This design comes from an exercise in tuning for a short achievable clock period and few clock cycles on the open sky130 flow, not from production work.

JK:
==> flow/design.v <==
module top (
    input  wire        clk,
    input  wire        rst,
    output wire [31:0] imem_addr,
    input  wire [31:0] imem_rdata,
    output wire [31:0] dmem_addr,
    output wire [31:0] dmem_wdata,
    output wire [3:0]  dmem_wmask,
    output wire        dmem_wen,
    input  wire [31:0] dmem_rdata
);
    reg  [31:0] pc_f;
    localparam IB = 3;
    localparam NB = 1 << IB;
    reg             bv   [0:NB-1];
    reg  [29-IB:0]  btag [0:NB-1];
    reg  [29:0]     btgt [0:NB-1];
    reg  [1:0]      bctr [0:NB-1];
    reg         hit_d, pf_d;
    reg  [1:0]  ctr_d;
    reg         hit_e, jal_e;
    reg  [1:0]  ctr_e;
    reg  [31:0] pc_e, bt_e;
    reg         upd_m, hit_m, tk_m;
    reg  [1:0]  ctr_m;
    reg  [31:0] pc_m, bt_m;
    reg         v_d;
    reg  [31:0] ir_d;
    reg  [31:0] pc_d;
    reg         v_e;
    reg  [31:0] a_e, b_e, sd_e, link_e, alt_e;
    reg         we_e, ld_e, st_e, br_e, jalr_e, link_sel_e, pred_e;
    reg  [4:0]  rd_e;
    reg  [2:0]  f3_e;
    reg         sub_e, s_add_e, s_slt_e, s_sltu_e, s_xor_e, s_or_e, s_and_e, s_sll_e, s_srl_e, sra_e;
    reg         v_m;
    reg  [31:0] res_m, sd_m;
    reg  [3:0]  mask_m;
    reg         we_m, ld_m, swen_m;
    reg  [4:0]  rd_m;
    reg  [2:0]  f3_m;
    reg  [31:0] rf [0:31];
    wire [31:0] mw = dmem_rdata;
    wire [1:0]  ma = res_m[1:0];
    wire [7:0]  lbyte = ma[1] ? (ma[0] ? mw[31:24] : mw[23:16]) : (ma[0] ? mw[15:8] : mw[7:0]);
    wire [15:0] lhalf = ma[1] ? mw[31:16] : mw[15:0];
    reg  [31:0] ldata;
    always @(*) begin
        case (f3_m[1:0])
            2'b00:   ldata = {{24{lbyte[7] & ~f3_m[2]}}, lbyte};
            2'b01:   ldata = {{16{lhalf[15] & ~f3_m[2]}}, lhalf};
            default: ldata = mw;
        endcase
    end
    wire [31:0] wb_m  = ld_m ? ldata : res_m;
    wire        wen_m = v_m & we_m;
    assign dmem_addr  = res_m;
    assign dmem_wdata = sd_m;
    assign dmem_wmask = mask_m;
    assign dmem_wen   = swen_m;
    always @(posedge clk) begin
        if (wen_m) rf[rd_m] <= wb_m;
    end
    wire [31:0] a  = a_e;
    wire [31:0] b  = b_e;
    wire [31:0] sd = sd_e;
    wire [31:0] sum  = sub_e ? a - b : a + b;
    wire        eq   = a == b;
    wire        ltu  = a < b;
    wire        lt   = $signed(a) < $signed(b);
    wire [31:0] sll  = a << b[4:0];
    wire [31:0] srl  = sra_e ? $unsigned($signed(a) >>> b[4:0]) : a >> b[4:0];
    wire [31:0] res_e =
        ({32{s_add_e}}  & sum) |
        ({32{s_slt_e}}  & {31'b0, lt}) |
        ({32{s_sltu_e}} & {31'b0, ltu}) |
        ({32{s_xor_e}}  & (a ^ b)) |
        ({32{s_or_e}}   & (a | b)) |
        ({32{s_and_e}}  & (a & b)) |
        ({32{s_sll_e}}  & sll) |
        ({32{s_srl_e}}  & srl) |
        ({32{link_sel_e}} & link_e);
    wire        cond    = f3_e[2] ? (f3_e[1] ? ltu : lt) : eq;
    wire        taken   = cond ^ f3_e[0];
    wire        mis_e   = v_e & ((br_e & (taken != pred_e)) | jalr_e);
    wire [31:0] tgt_e   = jalr_e ? {sum[31:1], 1'b0} : alt_e;
    wire [1:0]  ea = sum[1:0];
    wire [3:0]  mask_e = f3_e[1] ? 4'b1111 :
                         f3_e[0] ? (ea[1] ? 4'b1100 : 4'b0011) :
                         (4'b0001 << ea);
    wire [31:0] sdata_e = f3_e[1] ? sd : f3_e[0] ? {2{sd[15:0]}} : {4{sd[7:0]}};
    wire [4:0] op  = ir_d[6:2];
    wire [2:0] f3  = ir_d[14:12];
    wire [4:0] rd  = ir_d[11:7];
    wire [4:0] rs1 = ir_d[19:15];
    wire [4:0] rs2 = ir_d[24:20];
    wire d_ctl   = op[4];                        
    wire d_jal   = op[4] & op[1];
    wire d_jalr  = op[4] & ~op[1] & op[0];
    wire d_br    = op[4] & ~op[0];
    wire d_ld    = ~op[4] & ~op[2] & ~op[3];
    wire d_st    = ~op[4] & ~op[2] & op[3];
    wire d_upper = ~op[4] & op[2] & op[0];       
    wire d_lui   = d_upper & op[3];
    wire d_auipc = d_upper & ~op[3];
    wire d_opi   = ~op[4] & op[2] & ~op[0] & ~op[3];
    wire d_op    = ~op[4] & op[2] & ~op[0] & op[3];
    wire use1 = ~d_upper & ~d_jal;
    wire use2 = d_br | d_st | d_op;
    wire d_we = ~d_br & ~d_st & (rd != 5'd0);
    wire [31:0] imm_i = {{20{ir_d[31]}}, ir_d[31:20]};
    wire [31:0] imm_s = {{20{ir_d[31]}}, ir_d[31:25], ir_d[11:7]};
    wire [31:0] imm_b = {{19{ir_d[31]}}, ir_d[31], ir_d[7], ir_d[30:25], ir_d[11:8], 1'b0};
    wire [31:0] imm_u = {ir_d[31:12], 12'b0};
    wire [31:0] imm_j = {{11{ir_d[31]}}, ir_d[31], ir_d[19:12], ir_d[20], ir_d[30:21], 1'b0};
    wire [31:0] imm   = d_st ? imm_s : d_upper ? imm_u : imm_i;
    wire [31:0] r1 = (rs1 == 5'd0) ? 32'd0 : (wen_m && rd_m == rs1) ? wb_m : rf[rs1];
    wire [31:0] r2 = (rs2 == 5'd0) ? 32'd0 : (wen_m && rd_m == rs2) ? wb_m : rf[rs2];
    wire fa_d = use1 & v_e & we_e & (rd_e == rs1);
    wire fb_d = (d_op | d_br) & v_e & we_e & (rd_e == rs2);
    wire fs_d = d_st & v_e & we_e & (rd_e == rs2);
    wire hz1 = use1 && we_e && rd_e == rs1;
    wire hz2 = use2 && we_e && rd_e == rs2;
    wire stall = v_d && v_e && ld_e && (hz1 || hz2);
    wire [31:0] pc4_d  = pc_d + 32'd4;
    wire [31:0] bt_d   = pc_d + (d_jal ? imm_j : imm_b);
    wire        ctl_d  = d_br | d_jal;
    wire        pred_d = ctl_d & pf_d;
    wire        red_d  = v_d & pf_d & ~ctl_d;
    wire [31:0] rt_d   = pc4_d;
    wire arith  = d_op | d_opi;
    wire fsub   = d_op & ir_d[30] & (f3 == 3'b000);
    assign imem_addr = pc_f;
    wire [31:0] pc4_f = pc_f + 32'd4;
    wire [IB-1:0] idx_f = pc_f[IB+1:2];
    wire        hit_f = bv[idx_f] && btag[idx_f] == pc_f[31:IB+2];
    wire [1:0]  ctr_f = bctr[idx_f];
    wire        pt_f  = hit_f & ctr_f[1];
    wire [31:0] fi    = imem_rdata;
    wire        f_jal = fi[6] & fi[3];
    wire        f_bb  = fi[6] & ~fi[2] & fi[31];
    wire [31:0] f_imm = fi[3] ? {{11{fi[31]}}, fi[31], fi[19:12], fi[20], fi[30:21], 1'b0}
                              : {{19{fi[31]}}, fi[31], fi[7], fi[30:25], fi[11:8], 1'b0};
    wire [31:0] f_tgt = pc_f + f_imm;
    wire        st_f  = ~hit_f & (f_jal | f_bb);
    wire [31:0] npc_f = pt_f ? {btgt[idx_f], 2'b00} : st_f ? f_tgt : pc4_f;
    wire [1:0]  ctr_up = tk_m ? (ctr_m == 2'b11 ? 2'b11 : ctr_m + 2'b01)
                              : (ctr_m == 2'b00 ? 2'b00 : ctr_m - 2'b01);
    integer bi;
    always @(posedge clk) begin
        if (rst) begin
            for (bi = 0; bi < NB; bi = bi + 1) bv[bi] <= 1'b0;
        end else if (v_m && upd_m && (tk_m || hit_m)) begin
            bv[pc_m[IB+1:2]] <= 1'b1;
        end
    end
    always @(posedge clk) begin
        if (v_m && upd_m && (tk_m || hit_m)) begin
            btag[pc_m[IB+1:2]] <= pc_m[31:IB+2];
            btgt[pc_m[IB+1:2]] <= bt_m[31:2];
            bctr[pc_m[IB+1:2]] <= hit_m ? ctr_up : 2'b10;
        end
    end
    always @(posedge clk) begin
        if (rst) begin
            pc_f  <= 32'h80000000;
            v_d   <= 1'b0;
            v_e   <= 1'b0;
            v_m   <= 1'b0;
            swen_m <= 1'b0;
        end else begin
            v_m   <= v_e;
            swen_m <= v_e & st_e;
            if (mis_e) begin
                pc_f <= tgt_e;
                v_d  <= 1'b0;
                v_e  <= 1'b0;
            end else if (stall) begin
                v_e  <= 1'b0;
            end else begin
                v_e  <= v_d;
                if (red_d) begin
                    pc_f <= rt_d;
                    v_d  <= 1'b0;
                end else begin
                    pc_f <= npc_f;
                    v_d  <= 1'b1;
                end
            end
        end
    end
    always @(posedge clk) begin
        if (!stall || mis_e) begin
            ir_d <= imem_rdata;
            pc_d <= pc_f;
            hit_d <= hit_f;
            pf_d  <= pt_f | st_f;
            ctr_d <= ctr_f;
        end
        if (!stall) begin
            a_e    <= fa_d ? res_e : (d_auipc ? pc_d : d_lui ? 32'd0 : r1);
            b_e    <= fb_d ? res_e : ((d_op | d_br) ? r2 : imm);
            sd_e   <= fs_d ? res_e : r2;
            link_e <= pc4_d;
            alt_e  <= pred_d ? pc4_d : bt_d;
            we_e   <= d_we;
            ld_e   <= d_ld;
            st_e   <= d_st;
            br_e   <= d_br;
            jalr_e <= d_jalr;
            pred_e <= pred_d;
            hit_e  <= hit_d;
            ctr_e  <= ctr_d;
            jal_e  <= d_jal;
            pc_e   <= pc_d;
            bt_e   <= bt_d;
            link_sel_e <= d_jal | d_jalr;
            rd_e   <= rd;
            f3_e   <= f3;
            sub_e    <= fsub;
            s_add_e  <= d_ld | d_st | d_upper | (arith & f3 == 3'b000);
            s_slt_e  <= arith & f3 == 3'b010;
            s_sltu_e <= arith & f3 == 3'b011;
            s_xor_e  <= arith & f3 == 3'b100;
            s_or_e   <= arith & f3 == 3'b110;
            s_and_e  <= arith & f3 == 3'b111;
            s_sll_e  <= arith & f3 == 3'b001;
            s_srl_e  <= arith & f3 == 3'b101;
            sra_e    <= ir_d[30];
        end
        res_m  <= res_e;
        sd_m   <= sdata_e;
        mask_m <= mask_e;
        we_m   <= we_e;
        ld_m   <= ld_e;
        rd_m   <= rd_e;
        f3_m   <= f3_e;
        upd_m  <= br_e | jal_e;
        tk_m   <= jal_e | taken;
        hit_m  <= hit_e;
        ctr_m  <= ctr_e;
        pc_m   <= pc_e;
        bt_m   <= bt_e;
    end
endmodule
export LEC_CHECK = 0
export CAP_MARGIN = 20
export CORE_MARGIN = 2
export CORE_UTILIZATION = 40
export PLACE_DENSITY = 0.6
export SLEW_MARGIN = 20
create_clock -name core_clock -period 13.0 [get_ports {clk}]
standard.sh (not shown) runs the stock make flow with config.mk's settings and CLKGATE_MAP_FILE= SYNTH_SCRIPT=/design/flow/synth_recipe.tcl, a recipe that flattens the netlist after the stock synthesis.
==> flow/flow/run.sh <==
#!/bin/bash
# Standard ORFS layout (the standard.sh) with synthesis mapped for speed
# and timing repair aimed at a tighter internal target. The SDC is unchanged.
bash standard.sh finish ABC_CLOCK_PERIOD_IN_PS=3500 SETUP_SLACK_MARGIN=9 > standard.log 2>&1
Relative to JK, the following input files were edited for PW:
--- a/flow/design.v
+++ b/flow/design.v
@@ -71,6 +71,5 @@
     wire [31:0] sll  = a << b[4:0];
     wire [31:0] srl  = sra_e ? $unsigned($signed(a) >>> b[4:0]) : a >> b[4:0];
-    wire [31:0] res_e =
-        ({32{s_add_e}}  & sum) |
+    wire [31:0] res_o =
         ({32{s_slt_e}}  & {31'b0, lt}) |
         ({32{s_sltu_e}} & {31'b0, ltu}) |
@@ -81,4 +80,5 @@
         ({32{s_srl_e}}  & srl) |
         ({32{link_sel_e}} & link_e);
+    wire [31:0] res_e = s_add_e ? sum : res_o;
     wire        cond    = f3_e[2] ? (f3_e[1] ? ltu : lt) : eq;
     wire        taken   = cond ^ f3_e[0];
@@ -115,6 +115,10 @@
     wire [31:0] imm_j = {{11{ir_d[31]}}, ir_d[31], ir_d[19:12], ir_d[20], ir_d[30:21], 1'b0};
     wire [31:0] imm   = d_st ? imm_s : d_upper ? imm_u : imm_i;
-    wire [31:0] r1 = (rs1 == 5'd0) ? 32'd0 : (wen_m && rd_m == rs1) ? wb_m : rf[rs1];
-    wire [31:0] r2 = (rs2 == 5'd0) ? 32'd0 : (wen_m && rd_m == rs2) ? wb_m : rf[rs2];
+    wire        bm1 = wen_m && rd_m == rs1 && rs1 != 5'd0;
+    wire        bm2 = wen_m && rd_m == rs2 && rs2 != 5'd0;
+    wire [31:0] r1 = (rs1 == 5'd0) ? 32'd0 : bm1 ? res_m : rf[rs1];
+    wire [31:0] r2 = (rs2 == 5'd0) ? 32'd0 : bm2 ? res_m : rf[rs2];
+    wire        bl1 = bm1 & ld_m;
+    wire        bl2 = bm2 & ld_m;
     wire fa_d = use1 & v_e & we_e & (rd_e == rs1);
     wire fb_d = (d_op | d_br) & v_e & we_e & (rd_e == rs2);
@@ -126,7 +130,8 @@
     wire [31:0] bt_d   = pc_d + (d_jal ? imm_j : imm_b);
     wire        ctl_d  = d_br | d_jal;
-    wire        pred_d = ctl_d & pf_d;
-    wire        red_d  = v_d & pf_d & ~ctl_d;
-    wire [31:0] rt_d   = pc4_d;
+    wire        stat_d = d_jal | (d_br & ir_d[31]);
+    wire        pred_d = ctl_d & (hit_d ? pf_d : stat_d);
+    wire        red_d  = v_d & (hit_d ? (pf_d & ~ctl_d) : stat_d);
+    wire [31:0] rt_d   = hit_d ? pc4_d : bt_d;
     wire arith  = d_op | d_opi;
     wire fsub   = d_op & ir_d[30] & (f3 == 3'b000);
@@ -137,12 +142,5 @@
     wire [1:0]  ctr_f = bctr[idx_f];
     wire        pt_f  = hit_f & ctr_f[1];
-    wire [31:0] fi    = imem_rdata;
-    wire        f_jal = fi[6] & fi[3];
-    wire        f_bb  = fi[6] & ~fi[2] & fi[31];
-    wire [31:0] f_imm = fi[3] ? {{11{fi[31]}}, fi[31], fi[19:12], fi[20], fi[30:21], 1'b0}
-                              : {{19{fi[31]}}, fi[31], fi[7], fi[30:25], fi[11:8], 1'b0};
-    wire [31:0] f_tgt = pc_f + f_imm;
-    wire        st_f  = ~hit_f & (f_jal | f_bb);
-    wire [31:0] npc_f = pt_f ? {btgt[idx_f], 2'b00} : st_f ? f_tgt : pc4_f;
+    wire [31:0] npc_f = pt_f ? {btgt[idx_f], 2'b00} : pc4_f;
     wire [1:0]  ctr_up = tk_m ? (ctr_m == 2'b11 ? 2'b11 : ctr_m + 2'b01)
                               : (ctr_m == 2'b00 ? 2'b00 : ctr_m - 2'b01);
@@ -191,15 +189,21 @@
     end
     always @(posedge clk) begin
-        if (!stall || mis_e) begin
+        if (!stall) begin
             ir_d <= imem_rdata;
             pc_d <= pc_f;
             hit_d <= hit_f;
-            pf_d  <= pt_f | st_f;
+            pf_d  <= pt_f;
             ctr_d <= ctr_f;
         end
-        if (!stall) begin
-            a_e    <= fa_d ? res_e : (d_auipc ? pc_d : d_lui ? 32'd0 : r1);
-            b_e    <= fb_d ? res_e : ((d_op | d_br) ? r2 : imm);
-            sd_e   <= fs_d ? res_e : r2;
+        begin
+            a_e    <= ({32{fa_d & s_add_e}} & sum) | ({32{fa_d & ~s_add_e}} & res_o) |
+                      ({32{~fa_d & ~d_upper & bl1}} & ldata) |
+                      ({32{~fa_d & ~(~d_upper & bl1)}} & (d_auipc ? pc_d : d_lui ? 32'd0 : r1));
+            b_e    <= ({32{fb_d & s_add_e}} & sum) | ({32{fb_d & ~s_add_e}} & res_o) |
+                      ({32{~fb_d & (d_op | d_br) & bl2}} & ldata) |
+                      ({32{~fb_d & ~((d_op | d_br) & bl2)}} & ((d_op | d_br) ? r2 : imm));
+            sd_e   <= ({32{fs_d & s_add_e}} & sum) | ({32{fs_d & ~s_add_e}} & res_o) |
+                      ({32{~fs_d & bl2}} & ldata) |
+                      ({32{~fs_d & ~bl2}} & r2);
             link_e <= pc4_d;
             alt_e  <= pred_d ? pc4_d : bt_d;
[summary]
Against JK, PW comes in 0.23 points lower on share of the synthesized area in compound gates (AO/OA/AOI/OAI).
Relative to JK, setup clock skew after layout has gone up in PW.
[compare] base=JK new=PW: placer's final routability congestion estimate rose 3.6%, number of non-clock buffers in the layout now sits lower.
Where routed wire length is concerned, JK is outperformed by PW.
Between JK and PW, the multi-input logic cell count is higher for JK.
Critical path depth: PW vs JK down 8
No run of this note included a check of the RTL's function; only the layout flow was run.

-- re-timing with driven ports --
The flow's constraints put no driver on any port. The routed layouts listed below were extracted and timed again, unchanged, in two steps.
Step 1 sets driving cells, clkbuf_16 on the clock port and buf_2 on the other inputs (assumed; they add their load-dependent delay and slew).
Step 2 times the ports against the registers' clock, not the clock port: input delays grow and output delays shrink by t, the midpoint of the rising clock arrivals with the driver on.
Three values: ideal ports, drivers, drivers and shift; two values: the first two.
| run | t (ns) | slack for setup (ns) | worst hold slack (ns) | worst data-port slew with drivers (ns) | pins driven straight from the clock port |
|---|---|---|---|---|---|
| JK | 0.967 | 8.170 / 8.079 / 7.112 | 0.334 / 0.334 / 0.334 | 0.21 | 1 |
| PW | 0.972 | 8.961 / 8.851 / 8.076 | 0.284 / 0.284 / 0.284 | 0.18 | 1 |
After both steps every run listed still meets setup and hold. For JK, which loses most, drivers alone change the setup slack by -0.091 ns; drivers and shift together by -1.058 ns.
